What follows belongs to an exercise in optimizing a design on an open flow for small area; a production flow would make more cautious choices. The RTL was checked by simulation tests, not by an equivalence proof against the original design. Power and IR drop assume default switching activity.

## v6
Design NewDatabusArbiter_v2, start of the top module:
module NewDatabusArbiter_v2 (
    sys_clk,
    data_in,  
    valid,
    porb,
    por_pulseb,
    timeoutb,
    eep_loadb,
    en_rail_rail,
    eeprom_cache,
    data_out,
    read_eep,
    pgm_eep,
    cache_out,
    p2s_en,
    reg0_ldb,
    reg1_ldb,
    reg2_ldb,
    reg3_ldb,
    eep_cycleb,
    eep_clrb
);
input wire sys_clk;
input wire [29:0] data_in;
input wire valid;
input wire porb;
input wire por_pulseb;
input wire timeoutb;
input wire eep_loadb;
input wire en_rail_rail;
input wire [63:0] eeprom_cache;
output reg [15:0] data_out;
output wire read_eep;
output wire pgm_eep;
output wire [63:0] cache_out;
output wire p2s_en;
output wire reg0_ldb;
output wire reg1_ldb;
output wire reg2_ldb;
output wire reg3_ldb;
output wire eep_cycleb;
output reg eep_clrb;
wire int_rstb = porb & por_pulseb & timeoutb;
localparam [2:0] T_INV  = 3'd2,    
                 T_NONE = 3'd4,    
                 T_WR   = 3'd6,    
                 T_ID   = 3'd1,    
                 T_RR   = 3'd3,    
                 T_RE   = 3'd0,    
                 T_PG   = 3'd5,    
                 T_SEL  = 3'd7;    
wire [3:0] in_mode = data_in[21:18];
wire [2:0] in_sel  = data_in[4:2];
reg [2:0] t_nxt;
always @* begin
    if (!valid)
        t_nxt = T_INV;
    else if (in_mode[3])
        t_nxt = T_NONE;
    else if (!in_mode[2])
        t_nxt = T_WR;
    else case (in_mode[1:0])
        2'd0: t_nxt = T_ID;
        2'd1: t_nxt = in_sel[2] ? T_RE : T_RR;
        2'd2: t_nxt = T_PG;
        default: t_nxt = (in_sel[2:1] == 2'b00) ? T_SEL : T_NONE;
    endcase
end
reg [2:0] cmd_t;
reg [1:0] cmd_k;
always @(posedge sys_clk, negedge int_rstb) begin
    if (!int_rstb)
        cmd_t <= T_INV;
    else
        cmd_t <= t_nxt;
end
always @(posedge sys_clk) begin
    cmd_k <= in_mode[2] ? in_sel[1:0] : in_mode[1:0];
end
wire c_inv = (cmd_t == T_INV);
wire c_wr  = (cmd_t == T_WR);
wire c_id  = (cmd_t == T_ID);
wire c_rr  = (cmd_t == T_RR);
wire c_re  = (cmd_t == T_RE);
wire c_pg  = (cmd_t == T_PG);
wire c_se  = (cmd_t == T_SEL) & ~cmd_k[0];
wire c_sr  = (cmd_t == T_SEL) &  cmd_k[0];
reg wr, id, rr, re, se, sr;
reg pg_p, pg_q;      
reg [1:0] addr;      
reg [2:0] fxn;       
always @(posedge sys_clk, negedge int_rstb) begin
    if (!int_rstb) begin
  ...
Size in the first run: ~370 cells after synthesis, about 110 flip-flops, ~190 I/O pins, roughly 0.0044 mm^2 of cells after synthesis.
export LEC_CHECK = 0
export CAP_MARGIN = 0
export CORE_MARGIN = 2
export CORE_UTILIZATION = 55
export CTS_BUF_LIST = sky130_fd_sc_hd__clkbuf_8
export SLEW_MARGIN = 0
create_clock -name core_clock -period 5.0 [get_ports {sys_clk}]
standard.sh (not shown) runs the stock make flow with config.mk's settings and CLKGATE_MAP_FILE= SYNTH_SCRIPT=/design/flow/synth_recipe.tcl, a recipe that flattens the netlist after the stock synthesis.
==> flow/flow/run.sh <==
#!/bin/bash
# Layout flow: the standard ORFS flow with two changes.
#  1. Synthesis is ORFS's own synthesis script (synth_recipe.tcl), but ABC maps the
#     combinational logic with an area-oriented script (flow/abc_map.script) in place
#     of ORFS's speed script. Registers are mapped before ABC runs, so they are the
#     same cells with the same names as in the standard synthesis.
#  2. Port buffers are sky130_fd_sc_hd__buf_1 (buffer_ports -buffer_cell).
#  3. Clock tree synthesis inserts no dummy loads (-dont_use_dummy_load).
# Each tool's output goes to a log file in the work folder, and ORFS keeps its own
# per-step logs under orfs/logs.
set -euo pipefail
W=$(pwd)

# A copy of ORFS's scripts folder whose only difference is the ABC script.
rm -rf "$W/scripts_area"
mkdir -p "$W/scripts_area"
cp -a "$FLOW_HOME/scripts/." "$W/scripts_area/"
cp "$W/flow/abc_map.script" "$W/scripts_area/abc_speed.script"

bash "$W/standard.sh" SCRIPTS_DIR="$W/scripts_area" synth > "$W/synth.log" 2>&1
bash "$W/standard.sh" \
  "BUFFER_PORTS_ARGS=-buffer_cell sky130_fd_sc_hd__buf_1" \
  "CTS_ARGS=-sink_clustering_enable -repair_clock_nets -buf_list sky130_fd_sc_hd__clkbuf_8 -dont_use_dummy_load" \
  finish > "$W/layout.log" 2>&1
==> flow/flow/abc_map.script <==
strash
dch -f
amap -A 10 -F 3
#### Input delta (v7 over v6)
Settings: a change of SLEW_MARGIN from 0 to 5; a change of CAP_MARGIN from 0 to 5.
Findings:
- Total non-filler cell area in the finished layout came out exactly the same in v6 and v7.
- v7 against v6: final weighted congestion in routability-driven placement roughly the same; growth of design area from synthesis to finish neither gained nor lost much; clock network fraction of total power essentially unchanged; maximum number of buffers from clock root to sink neither gained nor lost much.
- Re number of non-clock buffers: no difference whatsoever between v7 and v6.
- Going from v6 to v7, die area held; relative max-transition margin held; core utilization held.
- Wire length reported by the detailed router essentially unchanged between v7 and v6.

---

NewDatabusArbiter_v2, a different RTL version from the one above (not shown whole).
Size: roughly 380 cells after synthesis, about 110 flip-flops, roughly 190 I/O pins, roughly 4500 um^2 of cells after synthesis.
Settings: LEC_CHECK=0, CAP_MARGIN=20, CORE_MARGIN=2, CORE_UTILIZATION=40, CTS_BUF_LIST=sky130_fd_sc_hd__clkbuf_8, SLEW_MARGIN=20; clock period 5.0 ns.
==> flow/flow/run.sh <==
#!/bin/bash
# Layout flow: the standard ORFS flow with two changes.
#  1. Synthesis is ORFS's own synthesis script (synth_recipe.tcl), but ABC maps the
#     combinational logic with an area-oriented script (flow/abc_map.script) in place
#     of ORFS's speed script. Registers are mapped before ABC runs, so they are the
#     same cells with the same names as in the standard synthesis.
#  2. Port buffers are sky130_fd_sc_hd__buf_1 (buffer_ports -buffer_cell).
# Each tool's output goes to a log file in the work folder, and ORFS keeps its own
# per-step logs under orfs/logs.
set -euo pipefail
W=$(pwd)

# A copy of ORFS's scripts folder whose only difference is the ABC script.
rm -rf "$W/scripts_area"
mkdir -p "$W/scripts_area"
cp -a "$FLOW_HOME/scripts/." "$W/scripts_area/"
cp "$W/flow/abc_map.script" "$W/scripts_area/abc_speed.script"

bash "$W/standard.sh" SCRIPTS_DIR="$W/scripts_area" synth > "$W/synth.log" 2>&1
bash "$W/standard.sh" "BUFFER_PORTS_ARGS=-buffer_cell sky130_fd_sc_hd__buf_1" finish > "$W/layout.log" 2>&1
Scripts as last shown in full above: flow/flow/abc_map.script
The first run ran to the end with no violations.
Rerun with:
--- a/flow/flow/run.sh
+++ b/flow/flow/run.sh
@@ -6,4 +6,5 @@
 #     same cells with the same names as in the standard synthesis.
 #  2. Port buffers are sky130_fd_sc_hd__buf_1 (buffer_ports -buffer_cell).
+#  3. Clock tree synthesis inserts no dummy loads (-dont_use_dummy_load).
 # Each tool's output goes to a log file in the work folder, and ORFS keeps its own
 # per-step logs under orfs/logs.
@@ -18,3 +19,6 @@
 
 bash "$W/standard.sh" SCRIPTS_DIR="$W/scripts_area" synth > "$W/synth.log" 2>&1
-bash "$W/standard.sh" "BUFFER_PORTS_ARGS=-buffer_cell sky130_fd_sc_hd__buf_1" finish > "$W/layout.log" 2>&1
+bash "$W/standard.sh" \
+  "BUFFER_PORTS_ARGS=-buffer_cell sky130_fd_sc_hd__buf_1" \
+  "CTS_ARGS=-sink_clustering_enable -repair_clock_nets -buf_list sky130_fd_sc_hd__clkbuf_8 -dont_use_dummy_load" \
+  finish > "$W/layout.log" 2>&1
CAP_MARGIN = 5   (was 20)
CORE_UTILIZATION = 55   (was 40)
SLEW_MARGIN = 5   (was 20)
Fmax increases by 4.4%.
Non-clock buffer count increases by 3.
Clock skew increases by 0.014 ns.
Final cell count decreases by 5.4%.
Synthesized cell count does not change.
Final area decreases by 1.8%.
Die area decreases by 26%.
Global-route usage increases by 6.5 points.
First-iteration DRC count increases by 4.2%.
Power decreases by 3.7%.
Wire length decreases by 7.7%.

---

Setup of the baseline:
Starting RTL as in the previous note.
Settings: LEC_CHECK=0, CAP_MARGIN=5, CORE_MARGIN=2, CORE_UTILIZATION=55, CTS_BUF_LIST=sky130_fd_sc_hd__clkbuf_8, SLEW_MARGIN=5; clock period 5.0 ns.
==> flow/flow/run.sh <==
#!/bin/bash
# Layout flow: the standard ORFS flow with two changes.
#  1. Synthesis is ORFS's own synthesis script (synth_recipe.tcl), but ABC maps the
#     combinational logic with an area-oriented script (flow/abc_map.script) in place
#     of ORFS's speed script. Registers are mapped before ABC runs, so they are the
#     same cells with the same names as in the standard synthesis.
#  2. Port buffers are sky130_fd_sc_hd__buf_1 (buffer_ports -buffer_cell).
#  3. Clock tree synthesis inserts no dummy loads (-dont_use_dummy_load).
# Each tool's output goes to a log file in the work folder, and ORFS keeps its own
# per-step logs under orfs/logs.
set -euo pipefail
W=$(pwd)

# A copy of ORFS's scripts folder whose only difference is the ABC script.
rm -rf "$W/scripts_area"
mkdir -p "$W/scripts_area"
cp -a "$FLOW_HOME/scripts/." "$W/scripts_area/"
cp "$W/flow/abc_map.script" "$W/scripts_area/abc_speed.script"

bash "$W/standard.sh" SCRIPTS_DIR="$W/scripts_area" synth > "$W/synth.log" 2>&1
bash "$W/standard.sh" \
  "BUFFER_PORTS_ARGS=-buffer_cell sky130_fd_sc_hd__buf_1" \
  "CTS_ARGS=-sink_clustering_enable -repair_clock_nets -buf_list sky130_fd_sc_hd__clkbuf_8 -sink_clustering_size 27 -sink_clustering_max_diameter 200 -dont_use_dummy_load" \
  finish > "$W/layout.log" 2>&1
Scripts as last shown in full above: flow/flow/abc_map.script
The baseline reached the end of the flow, and the finished layout is clean on the timing, DRC and antenna checks.
Setup changes, the baseline to the candidate
# the baseline
export LEC_CHECK = 0
export CAP_MARGIN = 5
export CORE_MARGIN = 2
export CORE_UTILIZATION = 55
export CTS_BUF_LIST = sky130_fd_sc_hd__clkbuf_8
export SLEW_MARGIN = 5
create_clock -name core_clock -period 5.0 [get_ports {sys_clk}]
# the candidate
export LEC_CHECK = 0
export CAP_MARGIN = 20
export CORE_MARGIN = 2
export CORE_UTILIZATION = 40
export SLEW_MARGIN = 20
create_clock -name core_clock -period 5.0 [get_ports {sys_clk}]
==> flow/run.sh (new file) <==
#!/bin/bash
# synth_recipe.tcl (not shown) runs the flow's synth.tcl, then flattens the netlist and writes it again
# the make line also repeats each setting of config.mk as NAME=value (left out here)
make -C /OpenROAD-flow-scripts/flow DESIGN_CONFIG=/design/flow/config.mk WORK_HOME=/design/flow/orfs CLKGATE_MAP_FILE= SYNTH_SCRIPT=/design/flow/synth_recipe.tcl finish
removed: flow/flow/run.sh
removed: flow/flow/abc_map.script
removed: flow/standard.sh
Findings:
The baseline finished every step from synthesis to the final layout, and the layout passed the timing, DRC and antenna checks.
The candidate ran to completion and came out clean on the timing, DRC and antenna checks.
Side by side, met3 wire length turned out lower in the candidate than in the baseline.
Note that the peak clock frequency supported by timing recorded for the candidate amounts to 1.16 times the value seen in the baseline.
Count of inverters other than clock inverters in the layout: the candidate vs the baseline down 25
The candidate vs the baseline: final worst-path cycle share down
Where setup slack on the worst flop-to-flop path is concerned, the baseline is outperformed by the candidate.
Taking the baseline as the reference point, the proportion of cell area occupied by multi-input gates of the candidate rises by 3.2 points.
Delta (the candidate minus the baseline): die width has increased; routed wire length picked up an extra 24%.
Looking at cell at the slowest stage of the critical path, the sky130_fd_sc_hd__o211ai_4 result is from the candidate; the sky130_fd_sc_hd__dfrtp_1 one comes from the baseline.
Compared with the baseline, the candidate shows met3 usage higher by 0.72 points.

## what the ideal ports hide
How much do the figures lean on ideal ports? The routed layouts below were timed once more, with nothing changed but the port constraints.
Step 1 (the two cells are an assumption about what drives the block):
set clk [get_ports {sys_clk}]
set_driving_cell -lib_cell sky130_fd_sc_hd__clkbuf_16 $clk
set_driving_cell -lib_cell sky130_fd_sc_hd__buf_2 [delete_from_list [all_inputs] $clk]
Step 2 times the ports against the registers' clock, not the clock port: input delays grow and output delays shrink by t, the midpoint of the rising clock arrivals with the driver on.
a / b / c = ideal / step 1 / step 2; a / b = the first two.
run	t (ns)	setup WS [ns]	worst setup path at the end
v6	0.379	1.079 / 1.079 / 1.079	register to register
v7	0.379	1.079 / 1.079 / 1.079	register to register
the first run of note 2	0.409	1.090 / 1.090 / 1.090	register to register
the second run of note 2	0.380	1.256 / 1.256 / 1.256	register to register
the baseline	0.380	1.256 / 1.256 / 1.256	register to register
the candidate	0.391	1.783 / 1.783 / 1.783	register to register
After both steps setup and hold are still met in every run listed.
